Context: an optimization exercise on an open-source flow, tuned for small area and a short achievable clock period. The choices shown serve that exercise and are no tape-out recipe. Function was checked by simulation only, so behaviour that the tests miss may differ from the original. No activity file was given, so power comes from the tool's default toggle rates.

Design MIPS_Single_Cycle, start of the top module:
module MIPS_Single_Cycle
#(
	parameter DATA_WIDTH 	= 32
)
(
	input clk,
	input reset,
	input PCWrite, IorD, IRWrite, MemtoReg, RegWrite, ALUSrcA, CUS,
	input [1:0] ALUSrcB,
	input [3:0] ALUControl,
	input PCSrc,
	input  [31:0] mem_rdata,
	output [31:0] mem_addr,
	output [31:0] mem_wdata
	);
clock: 5.0 ns
lec_check: 0
cap_margin: 20
core_margin: 2
core_utilization: 40
cts_buf_list: sky130_fd_sc_hd__clkbuf_16
cts_cluster_diameter: 65
cts_cluster_size: 28
place_density: 0.65
setup_slack_margin: 2.5
slew_margin: 20
synth_hierarchical: 1
tns_end_percent: 5
run.sh (not shown) runs the stock make flow with config.mk's settings and CLKGATE_MAP_FILE= SYNTH_SCRIPT=/design/flow/synth_recipe.tcl, a recipe that flattens the netlist after the stock synthesis.
The starting point produced a clean layout.
Change:
- PLACE_DENSITY: 0.65 -> 0.7
Result: Sequential share of layout area went down by 0.57 points; cell area went up by 1.0%; wire length went up by 0.78%; setup slack improves by 0.015 ns.
Change:
- PLACE_DENSITY: 0.7 -> not set
Effect: Setup slack improves by 0.15 ns; cell count is about the same; via count fell slightly; sequential power hardly moves; total power came out higher by a few percent; clock power rose by about a fifth; routed wire length climbs by a few percent; count of clock-buffer cells in the layout rose by 13.

MIPS_Single_Cycle, a different RTL version from the one above (not shown whole).
Size in the first run: ~3,900 cells after synthesis, roughly 0.054 mm² of cells after synthesis.
make LEC_CHECK=0 CAP_MARGIN=20 CORE_MARGIN=2 CORE_UTILIZATION=40 CTS_BUF_LIST=sky130_fd_sc_hd__clkbuf_16 CTS_CLUSTER_DIAMETER=65 CTS_CLUSTER_SIZE=28 PLACE_DENSITY=0.75 SETUP_SLACK_MARGIN=2.5 SLEW_MARGIN=20 SYNTH_HIERARCHICAL=1 TNS_END_PERCENT=5 finish   # period 5.0 ns
Next try:
Settings changed: PLACE_DENSITY 0.75 to 0.7.
Result:
- die area is unchanged
- synthesized cell count is unchanged
- power is higher by 3.9%
- maximum frequency rises by 4.4%
- synthesized area is unchanged
- via count is lower by 2.1%

== the previous run ==
Another version of the RTL of MIPS_Single_Cycle (not shown whole).
For scale: ~3800 cells after synthesis, about 110 I/O pins, about 54000 um^2 of cells after synthesis.
clock: 5.0 ns
lec_check: 0
cap_margin: 20
core_margin: 2
core_utilization: 40
setup_slack_margin: 2.4
slew_margin: 20
synth_hierarchical: 1
The previous run finished every stage and its layout cleared the timing, DRC and antenna checks.
Setup changes, the previous run to the current run
# the previous run
export LEC_CHECK = 0
export CAP_MARGIN = 20
export CORE_MARGIN = 2
export CORE_UTILIZATION = 40
export SETUP_SLACK_MARGIN = 2.4
export SLEW_MARGIN = 20
export SYNTH_HIERARCHICAL = 1
create_clock -name core_clock -period 5.0 [get_ports {clk}]
# the current run
export LEC_CHECK = 0
export CAP_MARGIN = 20
export CORE_MARGIN = 2
export CORE_UTILIZATION = 40
export CTS_BUF_LIST = sky130_fd_sc_hd__clkbuf_16
export CTS_CLUSTER_DIAMETER = 65
export CTS_CLUSTER_SIZE = 28
export SETUP_SLACK_MARGIN = 2.4
export SLEW_MARGIN = 20
export SYNTH_HIERARCHICAL = 1
export TNS_END_PERCENT = 5
create_clock -name core_clock -period 5.0 [get_ports {clk}]
==> summary.txt <==
On the current run: share of the final layout cell area in sequential cells is 3.2 points higher than what the previous run gave.
Looking at start point of the critical path, the IR[17] result is from the current run; the IorD one comes from the previous run.
When the current run is measured against the previous run, its pre-CTS worst setup slack turns out 0.15 ns lower.
Met2 track demand over resource in global routing: the previous run vs the current run — no meaningful difference

Setup of run 1:
MIPS_Single_Cycle, a different RTL version from the one above (not shown whole).
Size: roughly 110 I/O pins, roughly 54000 um2 of cells after synthesis.
Settings: LEC_CHECK=0, CAP_MARGIN=20, CORE_MARGIN=2, CORE_UTILIZATION=40, CTS_BUF_LIST=sky130_fd_sc_hd__clkbuf_16, CTS_CLUSTER_DIAMETER=65, CTS_CLUSTER_SIZE=28, PLACE_DENSITY=0.65, SETUP_SLACK_MARGIN=2.5, SLEW_MARGIN=20, SYNTH_HIERARCHICAL=1, TNS_END_PERCENT=5; clock period 5.0 ns.
Run 1 finished all stages; the layout is clean.
Edits applied to the flow inputs when going from run 1 to run 2:
Settings: swapping 0.65 for 0.7 in PLACE_DENSITY.
### Flow results
- Setup slack at placement in run 2 is 0.030 ns above run 1.
- Summary of run 2 over run 1: synthesis-to-layout area growth shrank by 0.70 points; combinational cell power grew by about 2%; detailed-routed wire length on met2 shrank by 3.0%; final area shrank by about 0.6%; share of the clock period used by the worst path shrank by 1.4 points.
- Run 1 → run 2: switching power went up 1.1%, instance count of the mapped netlist flat.
Modified inputs, run 3 compared to run 2
Settings: changing PLACE_DENSITY from 0.7 to 0.75.
==> comparison <==
Higher later-pin clock latency in the skew report was reported by run 3, not run 2.
Re hold slack: run 3 and run 2 aren't equal, and the lower value belongs to run 3.
Compared with run 2, in run 3 final design area excluding fillers has decreased, maximum level of the CTS H-tree fell by 1.
Summary: with run 2 as the reference, total power in run 3 moved down by a few percent.
Delay contributed by the slowest stage of the critical path (higher): run 3
In the metrics for run 3 and run 2, the one carrying the higher final worst-path cycle share is run 3.
Run 3 ended up with a higher final routed wirelength across all metal layers than run 2 did.
Looking at critical path's slowest cell, the sky130_fd_sc_hd__buf_6 result is from run 2; the sky130_fd_sc_hd__clkinvlp_4 one comes from run 3.
Looking at via count, run 3 sits about 1.6% above run 2.
Relative to run 2, the detailed-route wire length per cell of run 3 is higher by 1.2%.
Setup slack delta for run 3 relative to run 2: 0.055 ns lower

MIPS_Single_Cycle, a different RTL version from the one above (not shown whole).
Size: roughly 0.054 mm^2 of cells after synthesis.
// MIPS_Single_Cycle
module MIPS_Single_Cycle
#(
	parameter DATA_WIDTH 	= 32
)
(
	input clk,
	input reset,
	input PCWrite, IorD, IRWrite, MemtoReg, RegWrite, ALUSrcA, CUS,
	input [1:0] ALUSrcB,
	input [3:0] ALUControl,
	input PCSrc,
	input  [31:0] mem_rdata,
	output [31:0] mem_addr,
	output [31:0] mem_wdata
	);
Settings: LEC_CHECK=0, CAP_MARGIN=20, CORE_MARGIN=2, CORE_UTILIZATION=40, CTS_BUF_LIST=sky130_fd_sc_hd__clkbuf_16, CTS_CLUSTER_DIAMETER=65, CTS_CLUSTER_SIZE=28, PLACE_DENSITY=0.7, SETUP_SLACK_MARGIN=2.65, SLEW_MARGIN=20, SYNTH_HIERARCHICAL=1, TNS_END_PERCENT=5; clock period 5.0 ns.
Then changed:
Settings changed: SETUP_SLACK_MARGIN 2.65 to 2.5.
Effect:
- routed wire length falls by 1.1%
- clock-buffer cell count rises by 2
- synthesized cell count does not change
- die area is unchanged
- combinational power rises by 4.4%
- total power rises by 1.5%
- core utilization rises by 0.29 points

==> re-timing with driven ports <==
How much do the figures lean on ideal ports? The routed layouts below were timed once more, with nothing changed but the port constraints. Step 1 sets driving cells, clkbuf_16 on the clock port and buf_2 on the other inputs (assumed; they add their load-dependent delay and slew). Step 2 moves the port delays by t, midway between the first and last clock arrival at a register: inputs arrive t later, outputs are due t later. That takes back most of the time a late clock gives input paths. Slacks: ideal ports / drivers / drivers and shift; pairs: ideal ports / drivers.
run | t, ns | slack for setup (ns) | slew at the worst register clock pin (ns)
the first run of note 1 | 0.730 | 2.027 / 2.003 / 1.315 | 0.11 / 0.11
the second run of note 1 | 0.747 | 2.042 / 1.992 / 1.273 | 0.11 / 0.11
the third run of note 1 | 0.778 | 2.193 / 2.107 / 1.350 | 0.11 / 0.11
the first run of note 2 | 0.787 | 1.914 / 1.898 / 1.111 | 0.11 / 0.11
the second run of note 2 | 0.758 | 2.043 / 2.043 / 1.309 | 0.11 / 0.11
the previous run | 0.833 | 2.146 / 2.092 / 1.432 | 0.07 / 0.07
the current run | 0.772 | 2.005 / 2.005 / 1.519 | 0.11 / 0.11
run 1 | 0.758 | 2.106 / 2.057 / 1.346 | 0.11 / 0.11
run 2 | 0.766 | 2.176 / 2.070 / 1.304 | 0.11 / 0.11
run 3 | 0.795 | 2.121 / 2.072 / 1.296 | 0.11 / 0.11
the first run of note 5 | 0.742 | 1.872 / 1.851 / 1.108 | 0.11 / 0.11
the second run of note 5 | 0.748 | 2.186 / 2.097 / 1.349 | 0.11 / 0.11
After both steps every run listed still meets setup and hold. For run 2, which loses most, drivers alone change the setup slack by -0.106 ns; drivers and shift together by -0.872 ns.
